This is an optimization exercise on Yosys and OpenROAD, whose aim is small area, not a production implementation. Function was checked by simulation only, so behaviour that the tests miss may differ from the original. The clock port is modelled as an ideal driver; clocking choices that lean on that would not hold on a real chip. Power is estimated from default activity; no workload was simulated.

// NMRPulseSequencer
module NMRPulseSequencer #(
    parameter US_DIVIDER = 125
    )(
    input wire clk,
    input wire rst,
    input wire force_on,
    input wire amp_on,
    input wire [31:0] Alen_in,
    input wire [31:0] Blen_in,
    input wire [31:0] ABdly_in,
    input wire [31:0] BBdly_in,
    input wire [15:0] BBcnt_in,
    input wire [31:0] BlankLen_in,
    output wire     sync_out,
    output wire     pulse_out,
    output wire     blank_out
    );
For scale: ~91 flip-flops, ~180 I/O pins.
clock: 8.0 ns
lec_check: 0
cap_margin: 0
core_margin: 2
core_utilization: 60
place_density: 0.75
slew_margin: 0
standard.sh (not shown) runs the stock make flow with config.mk's settings and CLKGATE_MAP_FILE= SYNTH_SCRIPT=/design/flow/synth_recipe.tcl, a recipe that flattens the netlist after the stock synthesis.
==> flow/flow/run.sh <==
#!/bin/bash
# Layout flow: the standard ORFS flow (standard.sh) with
#  - the standard synthesis, but an area-oriented ABC script (flow/synth.tcl,
#    flow/area.abc) for the combinational logic; registers are unchanged
#  - minimum-size buffers on the ports (every port still gets one)
#  - a clock tree of clkbuf_4 cells, no dummy clock loads, and the
#    buffers that would give a slow clock slew upsized (flow/post_cts.tcl)
# ORFS writes each step's full log under orfs/logs/; make's output goes to standard.log.
set -euo pipefail
W=$(pwd)
export MY_ABC_SCRIPT=$W/flow/area.abc
export MY_CLK_SLEW_PS=120
bash standard.sh \
  SYNTH_SCRIPT=$W/flow/synth.tcl \
  "BUFFER_PORTS_ARGS=-buffer_cell sky130_fd_sc_hd__buf_1" \
  "CTS_ARGS=-sink_clustering_enable -repair_clock_nets -dont_use_dummy_load -buf_list sky130_fd_sc_hd__clkbuf_4" \
  POST_CTS_TCL=$W/flow/post_cts.tcl \
  finish > $W/standard.log 2>&1
==> flow/flow/post_cts.tcl <==
# Clock-tree sizing after CTS (ORFS POST_CTS_TCL hook). CTS builds the tree
# from clkbuf_4 cells; every clock-tree buffer whose flip-flop clock pins see
# an estimated slew above MY_CLK_SLEW_PS is upsized to clkbuf_8, then the
# placement is legalized again.
set limit_ps $::env(MY_CLK_SLEW_PS)
estimate_parasitics -placement
proc clk_pin_slew_ps {pin} {
  set worst 0
  foreach edge {rise fall} {
    foreach analysis {min max} {
      set s [sta::time_ui_sta [get_property $pin slew_${analysis}_$edge]]
      set worst [expr {max($worst, $s * 1e12)}]
    }
  }
  return $worst
}
set slow {}
set drv_worst {}
foreach pin [all_registers -clock_pins -edge_triggered] {
  set ps [clk_pin_slew_ps $pin]
  foreach drv [get_pins -of_objects [get_nets -of_objects $pin] -filter "direction == output"] {
    set inst [get_full_name [get_cells -of_objects $drv]]
    if {![dict exists $drv_worst $inst] || [dict get $drv_worst $inst] < $ps} { dict set drv_worst $inst $ps }
    if {$ps > $limit_ps} { dict set slow $inst 1 }
  }
}
dict for {inst ps} $drv_worst { puts "post_cts: $inst worst clock-pin slew $ps ps" }
set n 0
foreach inst [dict keys $slow] {
  if {[get_property [get_cells $inst] ref_name] eq "sky130_fd_sc_hd__clkbuf_4"} {
    replace_cell $inst sky130_fd_sc_hd__clkbuf_8
    puts "post_cts: upsized $inst to clkbuf_8"
    incr n
  }
}
puts "post_cts: upsized $n clock buffers"
if {$n > 0} {
  detailed_placement
  check_placement -verbose
  estimate_parasitics -placement
}
set worst 0
foreach pin [all_registers -clock_pins -edge_triggered] {
  set worst [expr {max($worst, [clk_pin_slew_ps $pin])}]
}
puts "post_cts: worst estimated clock-pin slew $worst ps"
Other scripts of this flow, unchanged in this note and not shown: flow/flow/area.abc, flow/flow/synth.tcl
Then changed:
==> flow/flow/run.sh (replaced) <==
#!/bin/bash
# Layout flow: the standard ORFS flow (standard.sh) with
#  - the standard synthesis, but an area-oriented ABC script (flow/synth.tcl,
#    flow/area.abc) for the combinational logic; registers are unchanged
#  - minimum-size buffers on the ports (every port still gets one)
#  - small clock-tree buffers and no dummy clock loads
# ORFS writes each step's full log under orfs/logs/; make's output goes to standard.log.
set -euo pipefail
W=$(pwd)
export MY_ABC_SCRIPT=$W/flow/area.abc
bash standard.sh \
  SYNTH_SCRIPT=$W/flow/synth.tcl \
  "BUFFER_PORTS_ARGS=-buffer_cell sky130_fd_sc_hd__buf_1" \
  "CTS_ARGS=-sink_clustering_enable -repair_clock_nets -dont_use_dummy_load -buf_list sky130_fd_sc_hd__clkbuf_8" \
  finish > $W/standard.log 2>&1
- CORE_UTILIZATION: 60 -> 75
- PLACE_DENSITY: 0.75 -> 0.85
removed: flow/flow/post_cts.tcl
- Now the flow aborted during global placement (3_3_place_gp)
- synthesized cell count is unchanged
- area after synthesis does not change

---

== run 1 ==
NMRPulseSequencer again, from the RTL that the note above started with.
Settings: LEC_CHECK=0, CAP_MARGIN=0, CORE_MARGIN=2, CORE_UTILIZATION=60, PLACE_DENSITY=0.75, SLEW_MARGIN=0; clock period 8.0 ns.
==> flow/flow/run.sh <==
#!/bin/bash
# Layout flow: the standard ORFS flow (standard.sh) with
#  - the standard synthesis, but an area-oriented ABC script (flow/synth.tcl,
#    flow/area.abc) for the combinational logic; registers are unchanged
#  - minimum-size buffers on the ports (every port still gets one)
#  - a clock tree of clkbuf_4 cells, no dummy clock loads, and the
#    buffers that would give a slow clock slew upsized (flow/post_cts.tcl)
# ORFS writes each step's full log under orfs/logs/; make's output goes to standard.log.
set -euo pipefail
W=$(pwd)
export MY_ABC_SCRIPT=$W/flow/area.abc
export MY_CLK_SLEW_PS=100
bash standard.sh \
  SYNTH_SCRIPT=$W/flow/synth.tcl \
  "BUFFER_PORTS_ARGS=-buffer_cell sky130_fd_sc_hd__buf_1" \
  "CTS_ARGS=-sink_clustering_enable -repair_clock_nets -dont_use_dummy_load -buf_list sky130_fd_sc_hd__clkbuf_4" \
  POST_CTS_TCL=$W/flow/post_cts.tcl \
  finish > $W/standard.log 2>&1
==> flow/flow/area.abc <==
&get -n
&st
&deepsyn -T 60 -S 3
&dch -f
&nf -p -a -R 1000
&put
topo
==> flow/flow/post_cts.tcl <==
# Clock-tree sizing after CTS (ORFS POST_CTS_TCL hook). CTS builds the tree
# from clkbuf_4 cells; every clock-tree buffer whose flip-flop clock pins see
# an estimated slew above MY_CLK_SLEW_PS is upsized to clkbuf_8, then the
# placement is legalized again.
set limit_ps $::env(MY_CLK_SLEW_PS)
estimate_parasitics -placement
proc clk_pin_slew_ps {pin} {
  set worst 0
  foreach edge {rise fall} {
    foreach analysis {min max} {
      set s [sta::time_ui_sta [get_property $pin slew_${analysis}_$edge]]
      set worst [expr {max($worst, $s * 1e12)}]
    }
  }
  return $worst
}
set slow {}
foreach pin [all_registers -clock_pins -edge_triggered] {
  set ps [clk_pin_slew_ps $pin]
  if {$ps > $limit_ps} {
    foreach drv [get_pins -of_objects [get_nets -of_objects $pin] -filter "direction == output"] {
      dict set slow [get_full_name [get_cells -of_objects $drv]] 1
    }
  }
}
set n 0
foreach inst [dict keys $slow] {
  if {[get_property [get_cells $inst] ref_name] eq "sky130_fd_sc_hd__clkbuf_4"} {
    replace_cell $inst sky130_fd_sc_hd__clkbuf_8
    puts "post_cts: upsized $inst to clkbuf_8"
    incr n
  }
}
puts "post_cts: upsized $n clock buffers"
if {$n > 0} {
  detailed_placement
  check_placement -verbose
  estimate_parasitics -placement
}
set worst 0
foreach pin [all_registers -clock_pins -edge_triggered] {
  set worst [expr {max($worst, [clk_pin_slew_ps $pin])}]
}
puts "post_cts: worst estimated clock-pin slew $worst ps"
Other scripts of this flow, unchanged in this note and not shown: flow/flow/synth.tcl
Run 1: no failed stages, no open violations at the end
What run 2 does differently from run 1 at the input level:
==> flow/flow/run.sh <==
#!/bin/bash
# Layout flow: the standard ORFS flow (standard.sh) with
#  - the standard synthesis, but an area-oriented ABC script (flow/synth.tcl,
#    flow/area.abc) for the combinational logic; registers are unchanged
#  - minimum-size buffers on the ports (every port still gets one)
#  - small clock-tree buffers and no dummy clock loads
# ORFS writes each step's full log under orfs/logs/; make's output goes to standard.log.
set -euo pipefail
W=$(pwd)
export MY_ABC_SCRIPT=$W/flow/area.abc
bash standard.sh \
  SYNTH_SCRIPT=$W/flow/synth.tcl \
  "BUFFER_PORTS_ARGS=-buffer_cell sky130_fd_sc_hd__buf_1" \
  "CTS_ARGS=-sink_clustering_enable -repair_clock_nets -dont_use_dummy_load -buf_list sky130_fd_sc_hd__clkbuf_8" \
  finish > $W/standard.log 2>&1
removed: flow/flow/post_cts.tcl
Run 2 | status: complete | timing, DRC, antenna: pass. Row share of total power in combinational logic: run 2 lower / run 1 higher. Compared with run 1, run 2 shows clock period minus worst slack higher by 0.073 ns. Run 2 -> run 1: mapped cell area delta 0, exact match. Summary — internal portion of total power, run 2 relative to run 1: higher, by 1.9%. When run 2 is measured against run 1, its post-route fraction of the period consumed by the critical path turns out 0.91 points higher. Looking at run 1 and run 2, the wire length after detailed routing is a wash. Run 2 ends up with a number of DRC violations after detailed-routing iteration 0 that is 18% lower than in run 1. Looking at power share of the clock group, run 2 sits above run 1. Comparing run 1 with run 2, the share of the final layout cell area in multi-input gates came out essentially unchanged.
> inputs changed (run 2 -> run 3)
==> flow/flow/area.abc <==
&get -n
&st
&deepsyn -T 60
&dch -f
&nf -p -a -R 1000
&put
topo
Total chip power, run 2 and run 3: lower on run 3. Overall fraction of global-route tracks in use in run 3 is 1.7 points higher than in run 2. Going from run 2 to run 3, routing usage on met2 grew by 1.8 points; detailed-route wire length grew by 4.8%; number of tap instances has remained practically unchanged.

---

The RTL this note starts from:
==> flow/design.v <==
`timescale 1ns / 1ps
module NMRPulseSequencer #(
    parameter US_DIVIDER = 125
    )(
    input wire clk,
    input wire rst,
    input wire force_on,
    input wire amp_on,
    input wire [31:0] Alen_in,
    input wire [31:0] Blen_in,
    input wire [31:0] ABdly_in,
    input wire [31:0] BBdly_in,
    input wire [15:0] BBcnt_in,
    input wire [31:0] BlankLen_in,
    output wire     sync_out,
    output wire     pulse_out,
    output wire     blank_out
    );
    wire us_zero;
    generate
        if (US_DIVIDER == 125) begin : g_lfsr
            reg  [6:0] us_lfsr;
            assign us_zero = (us_lfsr == 7'b1010000);
            always @(posedge clk)
                if (rst | us_zero)
                    us_lfsr <= 7'd0;
                else
                    us_lfsr <= {us_lfsr[5:0], ~(us_lfsr[6] ^ us_lfsr[5])};
        end else begin : g_count
            reg [$clog2(US_DIVIDER)-1:0] us_counter;
            assign us_zero = ~|us_counter;
            always @(posedge clk)
                if (rst | us_zero)
                    us_counter <= US_DIVIDER - 1;
                else
                    us_counter <= us_counter - 1;
        end
    endgenerate
    localparam STATE_AH    = 3'd0;
    localparam STATE_AL    = 3'd1;
    localparam STATE_BH    = 3'd2;
    localparam STATE_BL    = 3'd3;
    localparam STATE_BNEXT = 3'd4;
    localparam STATE_STOP  = 3'd5;
    reg  [2:0]  state;
    reg  [31:0] p;
    reg  [15:0] b_cnt;
    reg         pulse_reg;
    reg         pulse_reg_prv;
    reg  [31:0] blank_q;
    reg  [31:0] cmp;
    always @* begin
        case (state[1:0])
            2'd0: cmp = Alen_in;
            2'd1: cmp = ABdly_in;
            2'd2: cmp = Blen_in;
            default: cmp = BBdly_in;
        endcase
    end
    wire hit = (p == cmp);
    wire b_start = ~state[2] & state[0] & hit;
    wire b_zero = ~|b_cnt;
    wire blank_trigger = ~pulse_reg & pulse_reg_prv;
    wire blank_nz = |blank_q;
    wire blank_dec = blank_nz & us_zero;
    always @(posedge clk)
        if (rst) begin
            state <= STATE_AH;
            p <= 0;
            pulse_reg <= 0;
            pulse_reg_prv <= 0;
            blank_q <= 0;
            b_cnt <= BBcnt_in;
        end else begin
            if (b_start)
                p <= {31'd0, us_zero};
            else
                p <= p + us_zero;
            pulse_reg <= 0;
            case (state)
                STATE_AH: begin
                        pulse_reg <= 1;
                        if (hit)
                            state <= STATE_AL;
                    end
                STATE_AL: begin
                        if (hit)
                            state <= b_zero ? STATE_STOP : STATE_BH;
                    end
                STATE_BH: begin
                        pulse_reg <= 1;
                        if (hit)
                            state <= STATE_BNEXT;
                    end
                STATE_BNEXT: begin
                        state <= b_zero ? STATE_STOP : STATE_BL;
                    end
                STATE_BL: begin
                        if (hit)
                            state <= STATE_BH;
                    end
                default: state <= STATE_STOP;
            endcase
            b_cnt <= b_cnt - b_start;
            pulse_reg_prv <= pulse_reg;
            if (blank_trigger & ~blank_dec)
                blank_q <= BlankLen_in;
            else
                blank_q <= blank_q - blank_dec;
        end
    assign pulse_out = pulse_reg | force_on;
    assign sync_out = (state == STATE_AH) & pulse_out;
    assign blank_out = (blank_nz | blank_trigger) | ~amp_on;
endmodule
clock: 8.0 ns
lec_check: 0
cap_margin: 20
core_margin: 2
core_utilization: 60
place_density: 0.75
slew_margin: 20
==> flow/flow/run.sh <==
#!/bin/bash
# Layout flow: the standard ORFS flow (standard.sh) with
#  - the standard synthesis, but an area-oriented ABC script (flow/synth.tcl,
#    flow/area.abc) for the combinational logic; registers are unchanged
#  - minimum-size buffers on the ports (every port still gets one)
#  - small clock-tree buffers and no dummy clock loads
# ORFS writes each step's full log under orfs/logs/; make's output goes to standard.log.
set -euo pipefail
W=$(pwd)
export MY_ABC_SCRIPT=$W/flow/area.abc
bash standard.sh \
  SYNTH_SCRIPT=$W/flow/synth.tcl \
  "BUFFER_PORTS_ARGS=-buffer_cell sky130_fd_sc_hd__buf_1" \
  "CTS_ARGS=-sink_clustering_enable -repair_clock_nets -dont_use_dummy_load -buf_list sky130_fd_sc_hd__clkbuf_8" \
  finish > $W/standard.log 2>&1
==> flow/flow/area.abc <==
&get -n
&st
&deepsyn -T 60
&dch -f
&nf -p -a -R 1000
&put
topo
==> flow/flow/synth.tcl <==
# The standard synthesis (synth_recipe.tcl), with only the ABC script that
# maps the combinational logic replaced by an area-oriented one (flow/area.abc).
# Registers are mapped by dfflibmap before ABC runs, so they are unchanged.
proc synth {args} { yosys synth -nofsm -noshare {*}$args }
proc abc {args} {
  set i [lsearch -exact $args -script]
  if {$i >= 0} { lset args [expr {$i+1}] $::env(MY_ABC_SCRIPT) }
  yosys abc {*}$args
}
source $::env(SCRIPTS_DIR)/synth.tcl
# left out here: clear keep_hierarchy, flatten, clean up, hide names made inside functions, write 1_2_yosys.v
Next try:
CORE_UTILIZATION = 40   (was 60)
CTS_BUF_LIST = sky130_fd_sc_hd__clkbuf_8   (was unset)
PLACE_DENSITY = 0.6   (was 0.75)
After rerunning: Global-route usage goes down by 10 points; cell count goes up by about 5%; hold slack barely changes; area after synthesis stays the same; cell area goes up by about 1.1%; total power hardly moves; clock power is about the same; wire length goes up by about 1%; worst setup slack gains 93 ps; non-clock buffer count goes up by 1; die area goes up by about 50%.
Next try:
--- a/flow/flow/run.sh
+++ b/flow/flow/run.sh
@@ -12,4 +12,4 @@
   SYNTH_SCRIPT=$W/flow/synth.tcl \
   "BUFFER_PORTS_ARGS=-buffer_cell sky130_fd_sc_hd__buf_1" \
-  "CTS_ARGS=-sink_clustering_enable -repair_clock_nets -dont_use_dummy_load -buf_list sky130_fd_sc_hd__clkbuf_8" \
+  "CTS_ARGS=-sink_clustering_enable -repair_clock_nets -dont_use_dummy_load -buf_list {sky130_fd_sc_hd__clkbuf_4 sky130_fd_sc_hd__clkbuf_8 sky130_fd_sc_hd__clkbuf_16}" \
   finish > $W/standard.log 2>&1
=> The changed run finished clean; wire length increases by 0.38%; cell area increases by 1.7%; synthesized area stays the same; clock-buffer cell count stays the same; via count decreases by 0.63%; sequential power stays flat; power increases by 13%; sequential share of layout area decreases by 0.54 points; worst hold slack hardly moves.
Next try:
--- a/flow/flow/run.sh
+++ b/flow/flow/run.sh
@@ -12,4 +12,4 @@
   SYNTH_SCRIPT=$W/flow/synth.tcl \
   "BUFFER_PORTS_ARGS=-buffer_cell sky130_fd_sc_hd__buf_1" \
-  "CTS_ARGS=-sink_clustering_enable -repair_clock_nets -dont_use_dummy_load -buf_list {sky130_fd_sc_hd__clkbuf_4 sky130_fd_sc_hd__clkbuf_8 sky130_fd_sc_hd__clkbuf_16}" \
+  "CTS_ARGS=-sink_clustering_enable -repair_clock_nets -dont_use_dummy_load -buf_list sky130_fd_sc_hd__clkbuf_8" \
   finish > $W/standard.log 2>&1
CAP_MARGIN = 0   (was 20)
CTS_BUF_LIST = unset   (was sky130_fd_sc_hd__clkbuf_8)
SLEW_MARGIN = 0   (was 20)
What happened: The changed run completed without violations. Count of clock-buffer cells in the layout does not change. Clock power drops by 32%. Core utilization drops by 1.0 points. Critical path depth stays the same. Flip-flop and latch count is unchanged. Total power drops by 12%. Wire length drops by 0.66%. Sequential power barely changes. Area after synthesis does not change.

[what the ideal ports hide]
How much do the figures lean on ideal ports? The routed layouts below were timed once more, with nothing changed but the port constraints.
Step 1, drivers: a clkbuf_16 drives clk and a buf_2 each remaining input, both assumed.
Step 2, shift: input delay + t, output delay - t, t = (earliest + latest rising clock arrival at the registers) / 2. This alone moves slack from input paths to output paths.
Slacks: no drivers / after step 1 / after step 2; pairs: no drivers / after step 1.
run	t, ns	slack for setup (ns)	worst setup path after step 2	slew at the worst register clock pin (ns)
the first run of note 1	0.447	2.908 / 2.910 / 2.464	input to register	0.12 / 0.12
run 1	0.451	2.930 / 2.933 / 2.483	input to register	0.09 / 0.09
run 2	0.365	2.857 / 2.862 / 2.496	input to register	0.09 / 0.09
run 3	0.379	2.967 / 2.980 / 2.601	input to register	0.09 / 0.09
the first run of note 3	0.381	2.449 / 2.459 / 2.078	input to register	0.10 / 0.10
the second run of note 3	0.372	2.542 / 2.542 / 2.262	input to register	0.09 / 0.09
the third run of note 3	0.364	2.590 / 2.591 / 2.299	input to register	0.07 / 0.07
the fourth run of note 3	0.380	2.635 / 2.636 / 2.327	input to register	0.08 / 0.08
After both steps setup and hold are still met in every run listed. The setup slack of run 1, which loses most, moves by +0.003 ns with the drivers and by -0.447 ns with both steps.
